What follows belongs to an exercise in optimizing a design on an open flow for small area, a short achievable clock period and few clock cycles per item; a production flow would make more cautious choices. Only simulation tests tie the RTL to the original design; equivalence was not proved.

== run A ==
==> flow/design.v <==
module SORT_IP #(parameter IP_WIDTH = 8) (
    IN_character, IN_weight,
    OUT_character
);
input [IP_WIDTH*4-1:0]  IN_character;
input [IP_WIDTH*5-1:0]  IN_weight;
output reg [IP_WIDTH*4-1:0] OUT_character;
reg [8:0] ch_wei [0:7];
integer i,j,k;
generate
    always @(*) begin
        for (k = IP_WIDTH - 1;k >= 0;k = k - 1 ) begin 
                ch_wei[IP_WIDTH - 1 - k] = {IN_character[4*k+:4],IN_weight[5*k+:5]};
        end
        for (i = 0 ; i < IP_WIDTH - 1 ; i = i + 1 ) begin 
            for (j = i ; j >= 0 ; j = j - 1 ) begin 
                if (ch_wei[j][4:0] < ch_wei[j+1][4:0]) begin
                    {ch_wei[j],ch_wei[j+1]} = {ch_wei[j+1],ch_wei[j]};
                end
            end
        end
    end
endgenerate
always @(*) begin
    case (IP_WIDTH)
        3: OUT_character = {ch_wei[0][8:5],ch_wei[1][8:5],ch_wei[2][8:5]};
        4: OUT_character = {ch_wei[0][8:5],ch_wei[1][8:5],ch_wei[2][8:5],ch_wei[3][8:5]};
        5: OUT_character = {ch_wei[0][8:5],ch_wei[1][8:5],ch_wei[2][8:5],ch_wei[3][8:5],ch_wei[4][8:5]};
        6: OUT_character = {ch_wei[0][8:5],ch_wei[1][8:5],ch_wei[2][8:5],ch_wei[3][8:5],ch_wei[4][8:5],ch_wei[5][8:5]};
        7: OUT_character = {ch_wei[0][8:5],ch_wei[1][8:5],ch_wei[2][8:5],ch_wei[3][8:5],ch_wei[4][8:5],ch_wei[5][8:5],ch_wei[6][8:5]};
        8: OUT_character = {ch_wei[0][8:5],ch_wei[1][8:5],ch_wei[2][8:5],ch_wei[3][8:5],ch_wei[4][8:5],ch_wei[5][8:5],ch_wei[6][8:5],ch_wei[7][8:5]};
        default: OUT_character = 'b0;
    endcase
end
endmodule
module HT_TOP(
    clk,
    rst_n,
    in_valid,
    in_weight,
    out_mode,
    out_valid,
    out_code
);
input clk, rst_n, in_valid, out_mode;
input [2:0] in_weight;
output reg out_valid, out_code;
localparam IDLE = 2'd0, INPUT = 2'd1, MERGE = 2'd3, OUTPUT = 2'd2;    
reg [1:0] st;
reg       vin;        
reg [2:0] win;
reg [3:0] cnt;        
wire [7:0] c;         
reg       mode;
reg [4:0] W [0:7];    
reg [2:0] P [0:4];    
reg [2:0] NP0, NP1, NP2;
reg [1:0] NP3, NP4;
reg       NP5;        
reg [2:0] t;          
integer j, s;
assign c[0] = !cnt[3] && !cnt[0];
assign c[1] =  cnt[0] && !cnt[1];
assign c[2] =  cnt[1] && !cnt[2];
assign c[3] =  cnt[2] && !cnt[3];
assign c[4] =  cnt[3] &&  cnt[0];
assign c[5] = !cnt[0] &&  cnt[1];
assign c[6] = !cnt[1] &&  cnt[2];
assign c[7] = !cnt[2] &&  cnt[3];
wire [3:0] cnt_inc = {cnt[2:0], !cnt[3]};
function ge3;           
    input [2:0] a, b;
    integer i;
    reg c;
    begin
        c = 1'b1;
        for (i = 0; i < 3; i = i + 1)
            c = (a[i] & ~b[i]) | (a[i] & c) | (~b[i] & c);
        ge3 = c;
    end
endfunction
function ge5;           
    input [4:0] a, b;
    integer i;
    reg c;
    begin
        c = 1'b1;
        for (i = 0; i < 5; i = i + 1)
            c = (a[i] & ~b[i]) | (a[i] & c) | (~b[i] & c);
        ge5 = c;
    end
endfunction
wire        ins  = (st != MERGE);
wire [5:0]  S6   = W[0] + W[1];
wire [4:0]  S    = S6[5] ? 5'd31 : S6[4:0];
wire [4:0]  NEWW = ins ? {2'b00, win} : S;
reg  [9:0]  g;         
reg  [7:0]  below;     
always @(*)
    for (j = 0; j < 8; j = j + 1) begin
        below[j] = 1'b0;
        for (s = 0; s < 8 - j; s = s + 1) below[j] = below[j] | c[s];
    end
reg  [8:0]  keep;      
reg  [9:0]  lt;        
reg  [7:0]  selN, selA, selC;
reg  [2:0]  np;        
reg  [4:0]  Wn [0:7];
reg  [4:0]  Wx [0:9];
always @(*) begin
    for (j = 0; j < 8; j = j + 1) Wx[j] = W[j];
    Wx[8] = 5'd0; Wx[9] = 5'd0;
    g[0] = ge3(W[0][2:0], win);
    g[1] = ge3(W[1][2:0], win);
    for (j = 2; j < 8; j = j + 1)
        g[j] = ge5(W[j], NEWW);
    keep[8] = 1'b1;
    for (j = 0; j < 8; j = j + 1)
        keep[j] = !below[j] && g[j];
    lt[0] = 1'b1; lt[1] = 1'b1; lt[8] = 1'b0; lt[9] = 1'b0;
    for (j = 2; j < 8; j = j + 1)
        lt[j] = below[j] && !g[j];
    np = 3'd0;
    for (j = 0; j < 8; j = j + 1) begin
        selA[j] = ins && keep[j];
        selC[j] = !ins && lt[j+2];
        selN[j] = ins ? (!keep[j] && keep[j+1]) : (lt[j+1] && !lt[j+2]);
        Wn[j] = ({5{selA[j]}} & Wx[j]) | ({5{selC[j]}} & Wx[j+2]) | ({5{selN[j]}} & NEWW)
              | ({5{!selA[j] && !selC[j] && !selN[j]}} & Wx[j+1]);
        if (selN[j]) np = np | j[2:0];
    end
end
function isleaf;        
    input       m;
    input [7:0] cd;
    input [2:0] kk;
    begin
        case ({m, kk})
            4'b0_000: isleaf = cd[4];
            4'b0_001: isleaf = cd[5];
            4'b0_010: isleaf = cd[6];
            4'b0_011: isleaf = cd[7];
            4'b0_100: isleaf = cd[3];
            4'b1_000: isleaf = cd[4];
            4'b1_001: isleaf = cd[2];
            4'b1_010: isleaf = cd[5];
            4'b1_011: isleaf = cd[0];
            default:  isleaf = cd[1];
        endcase
    end
endfunction
wire last = (st == MERGE) && c[5];    
always @(posedge clk or negedge rst_n) begin
    if (!rst_n) begin
        st  <= IDLE;
        cnt <= 4'd0;
    end else begin
        case (st)
            IDLE:   if (vin) begin st <= INPUT; cnt <= cnt_inc; end
            INPUT:  begin
                        cnt <= cnt_inc;
                        if (c[7]) st <= MERGE;
                    end
            MERGE:  begin
                        if (!last)     cnt <= cnt_inc;
                        else begin
                            st <= OUTPUT;
                            cnt <= rest ? 4'd0 : 4'd1;   
                        end
                    end
            OUTPUT: begin
                        if (c[5]) begin st <= IDLE; cnt <= 4'd0; end
                        else if (!rest) cnt <= cnt_inc;
                    end
        endcase
    end
end
always @(posedge clk or negedge rst_n) begin
    if (!rst_n) vin <= 1'b0;
    else        vin <= in_valid;
end
always @(posedge clk) begin
    win <= in_weight;
end
always @(posedge clk) begin
    if (st == IDLE && !vin) mode <= out_mode;    
    for (j = 0; j < 6; j = j + 1) W[j] <= Wn[j];
    W[6] <= {1'b0, Wn[6][3:0]};     
    W[7] <= {2'b0, Wn[7][2:0]};     
    if (st == IDLE || st == INPUT)
        for (s = 0; s < 5; s = s + 1) begin
            if (isleaf(mode, c, s))      P[s] <= np;
            else if (ge3(np, P[s]))       P[s] <= P[s] - 3'd1;
        end
    if (st == MERGE)
    begin
        if (c[0]) NP0 <= np;
        if (c[1]) NP1 <= np;
        if (c[2]) NP2 <= np;
        if (c[3]) NP3 <= np[1:0];
        if (c[4]) NP4 <= np[1:0];
        if (c[5]) NP5 <= np[0];
    end
end
function [7:0] mv;
    input [7:0] h;
    input [2:0] q;
    integer i;
    reg [8:0] a;
    begin
        case (q)                                   
            3'd0: a = 9'b0_0000_0011;
            3'd1: a = 9'b0_0000_0111;
            3'd2: a = 9'b0_0000_1111;
            3'd3: a = 9'b0_0001_1111;
            3'd4: a = 9'b0_0011_1111;
            3'd5: a = 9'b0_0111_1111;
            3'd6: a = 9'b0_1111_1111;
            default: a = 9'b1_1111_1111;
        endcase
        mv = 8'd0;
        for (i = 0; i < 8; i = i + 1) begin
            if (i + 2 < 8) mv[i] = mv[i] | (h[i+2] & a[i+2]);
            if (i + 1 < 8 && i + 1 >= 2) mv[i] = mv[i] | (h[i+1] & !a[i+1]);
            if (i == q) mv[i] = mv[i] | h[0] | h[1];
        end
    end
endfunction
wire       np5 = last ? np[0] : NP5;
reg  [2:0] p0;
reg  [7:0] h [0:6];
reg  [6:0] inv, cb, upto;
reg  [2:0] m;
reg        rest;
always @(*) begin
    if (st != OUTPUT || c[0]) p0 = P[0];
    else if (c[1])            p0 = P[1];
    else if (c[2])            p0 = P[2];
    else if (c[3])            p0 = P[3];
    else                      p0 = P[4];
    h[0] = 8'd1 << p0;
    h[1] = mv(h[0], NP0) & 8'h7f;
    h[2] = mv(h[1], NP1) & 8'h3f;
    h[3] = mv(h[2], NP2) & 8'h1f;
    h[4] = mv(h[3], {1'b0, NP3}) & 8'h0f;
    h[5] = mv(h[4], {1'b0, NP4}) & 8'h07;
    h[6] = mv(h[5], {2'b00, np5}) & 8'h03;
    for (j = 0; j < 7; j = j + 1) begin
        inv[j] = h[j][0] | h[j][1];
        cb[j]  = h[j][0];
    end
    inv[6] = 1'b1;
    case (t)
        3'd0: upto = 7'b000_0001;
        3'd1: upto = 7'b000_0011;
        3'd2: upto = 7'b000_0111;
        3'd3: upto = 7'b000_1111;
        3'd4: upto = 7'b001_1111;
        3'd5: upto = 7'b011_1111;
        default: upto = 7'b111_1111;
    endcase
    m = 3'd0;
    for (j = 0; j < 7; j = j + 1)
        if (inv[j] && upto[j]) m = j[2:0];
    rest = 1'b0;
    for (j = 0; j < 7; j = j + 1)
        if (inv[j] && j < m) rest = 1'b1;
end
always @(posedge clk or negedge rst_n) begin
    if (!rst_n) begin
        out_valid <= 1'b0;
        out_code  <= 1'b0;
        t <= 3'd6;
    end else if (last || (st == OUTPUT && !c[5])) begin
        out_valid <= 1'b1;
        out_code  <= cb[m];
        t <= rest ? m - 3'd1 : 3'd6;
    end else begin
        out_valid <= 1'b0;
        out_code  <= 1'b0;
        t <= 3'd6;
    end
end
endmodule
export LEC_CHECK = 0
export ABC_AREA = 1
export CAP_MARGIN = 20
export CORE_MARGIN = 2
export CORE_UTILIZATION = 40
export CTS_BUF_LIST = sky130_fd_sc_hd__clkbuf_8
export SLEW_MARGIN = 20
create_clock -name core_clock -period 26.0 [get_ports {clk}]
standard.sh (not shown) runs the stock make flow with config.mk's settings and CLKGATE_MAP_FILE= SYNTH_SCRIPT=/design/flow/synth_recipe.tcl, a recipe that flattens the netlist after the stock synthesis.
==> flow/flow/run.sh <==
#!/bin/bash
# The standard layout, with plain buffers (buf_2) on the ports in place of the
# delay-cell buffers the port buffering picks by default.
set -euo pipefail
bash standard.sh BUFFER_PORTS_ARGS="-buffer_cell sky130_fd_sc_hd__buf_2" finish > flow_make.log 2>&1
Testbench counts of run A, summed over its fixed seeds: cycles 80,215, items 2,400.
Inputs modified between run A and run B:
diff --git a/flow/design.v b/flow/design.v
--- a/flow/design.v
+++ b/flow/design.v
@@ -56,8 +56,9 @@
 reg [2:0] P [0:4];    
 reg [2:0] NP0, NP1, NP2;
 reg [1:0] NP3, NP4;
 reg       NP5;        
+reg [2:0] k;          
 reg [2:0] t;          
 integer j, s;
 assign c[0] = !cnt[3] && !cnt[0];
 assign c[1] =  cnt[0] && !cnt[1];
@@ -67,8 +68,16 @@
 assign c[5] = !cnt[0] &&  cnt[1];
 assign c[6] = !cnt[1] &&  cnt[2];
 assign c[7] = !cnt[2] &&  cnt[3];
 wire [3:0] cnt_inc = {cnt[2:0], !cnt[3]};
+wire [5:0] kd;        
+assign kd[0] = !k[2] && !k[0];
+assign kd[1] =  k[0] && !k[1];
+assign kd[2] =  k[1] && !k[2];
+assign kd[3] =  k[2] &&  k[0];
+assign kd[4] = !k[0] &&  k[1];
+assign kd[5] = !k[1] &&  k[2];
+wire [2:0] k_inc = {k[1:0], !k[2]};
 function ge3;           
     input [2:0] a, b;
     integer i;
     reg c;
@@ -124,10 +133,9 @@
     for (j = 0; j < 8; j = j + 1) begin
         selA[j] = ins && keep[j];
         selC[j] = !ins && lt[j+2];
         selN[j] = ins ? (!keep[j] && keep[j+1]) : (lt[j+1] && !lt[j+2]);
-        Wn[j] = ({5{selA[j]}} & Wx[j]) | ({5{selC[j]}} & Wx[j+2]) | ({5{selN[j]}} & NEWW)
-              | ({5{!selA[j] && !selC[j] && !selN[j]}} & Wx[j+1]);
+        Wn[j] = selA[j] ? Wx[j] : selC[j] ? Wx[j+2] : selN[j] ? NEWW : Wx[j+1];
         if (selN[j]) np = np | j[2:0];
     end
 end
 function isleaf;        
@@ -161,17 +169,14 @@
                         cnt <= cnt_inc;
                         if (c[7]) st <= MERGE;
                     end
             MERGE:  begin
-                        if (!last)     cnt <= cnt_inc;
-                        else begin
-                            st <= OUTPUT;
-                            cnt <= rest ? 4'd0 : 4'd1;   
-                        end
+                        cnt <= cnt_inc;
+                        if (last) st <= OUTPUT;
                     end
             OUTPUT: begin
-                        if (c[5]) begin st <= IDLE; cnt <= 4'd0; end
-                        else if (!rest) cnt <= cnt_inc;
+                        cnt <= 4'd0;
+                        if (kd[5]) st <= IDLE;
                     end
         endcase
     end
 end
@@ -232,13 +237,9 @@
 reg  [6:0] inv, cb, upto;
 reg  [2:0] m;
 reg        rest;
 always @(*) begin
-    if (st != OUTPUT || c[0]) p0 = P[0];
-    else if (c[1])            p0 = P[1];
-    else if (c[2])            p0 = P[2];
-    else if (c[3])            p0 = P[3];
-    else                      p0 = P[4];
+    p0 = kd[0] ? P[0] : kd[1] ? P[1] : kd[2] ? P[2] : kd[3] ? P[3] : P[4];
     h[0] = 8'd1 << p0;
     h[1] = mv(h[0], NP0) & 8'h7f;
     h[2] = mv(h[1], NP1) & 8'h3f;
     h[3] = mv(h[2], NP2) & 8'h1f;
@@ -269,16 +270,19 @@
 always @(posedge clk or negedge rst_n) begin
     if (!rst_n) begin
         out_valid <= 1'b0;
         out_code  <= 1'b0;
+        k <= 3'd0;
         t <= 3'd6;
-    end else if (last || (st == OUTPUT && !c[5])) begin
+    end else if (last || (st == OUTPUT && !kd[5])) begin
         out_valid <= 1'b1;
         out_code  <= cb[m];
-        t <= rest ? m - 3'd1 : 3'd6;
+        if (rest) t <= m - 3'd1;
+        else begin t <= 3'd6; k <= k_inc; end
     end else begin
         out_valid <= 1'b0;
         out_code  <= 1'b0;
+        k <= 3'd0;
         t <= 3'd6;
     end
 end
 endmodule
[summary]
Well-tap cell count | run B above run A
Diff run A -> run B: highest attainable clock frequency level; wire length of the first global-routing pass now larger.
Area of all sequential standard cells: run B and run A compared, lower one is run A
Summary: with run A as the reference, count of multi-input combinational gates in run B moved up slightly.
Run B against run A: final non-filler cell area went up by 480 µm².
Relative to run A, the fraction of area in multi-input gates of run B is lower by 3.6 points.
Run B vs. run A: area of the mapped netlist up about 8%.
Delta (run B minus run A): final wirelength now larger.
Testbench counts of run B, summed over its fixed seeds: cycles 80,215, items 2,400.

[what the ideal ports hide]
The results above use ideal ports. As a check the final layouts listed here were re-extracted and re-timed, cells and wires unchanged.
Step 1, drivers: a clkbuf_16 drives clk and a buf_2 each remaining input, both assumed.
Step 2, shift: input delay + t, output delay - t, t = (earliest + latest rising clock arrival at the registers) / 2. This alone moves slack from input paths to output paths.
a / b / c = no drivers / after step 1 / after step 2; a / b = the first two.
run | t, ns | setup slack, ns | worst setup path after step 2 | clock arrival spread, ns | worst slew at a driven data input, ns
run A | 0.407 | 19.928 / 19.893 / 20.300 | register to output | 0.015 / 0.015 | 0.03
run B | 0.398 | 19.941 / 19.904 / 20.302 | register to output | 0.019 / 0.018 | 0.03
After both steps setup and hold are still met in every run listed.
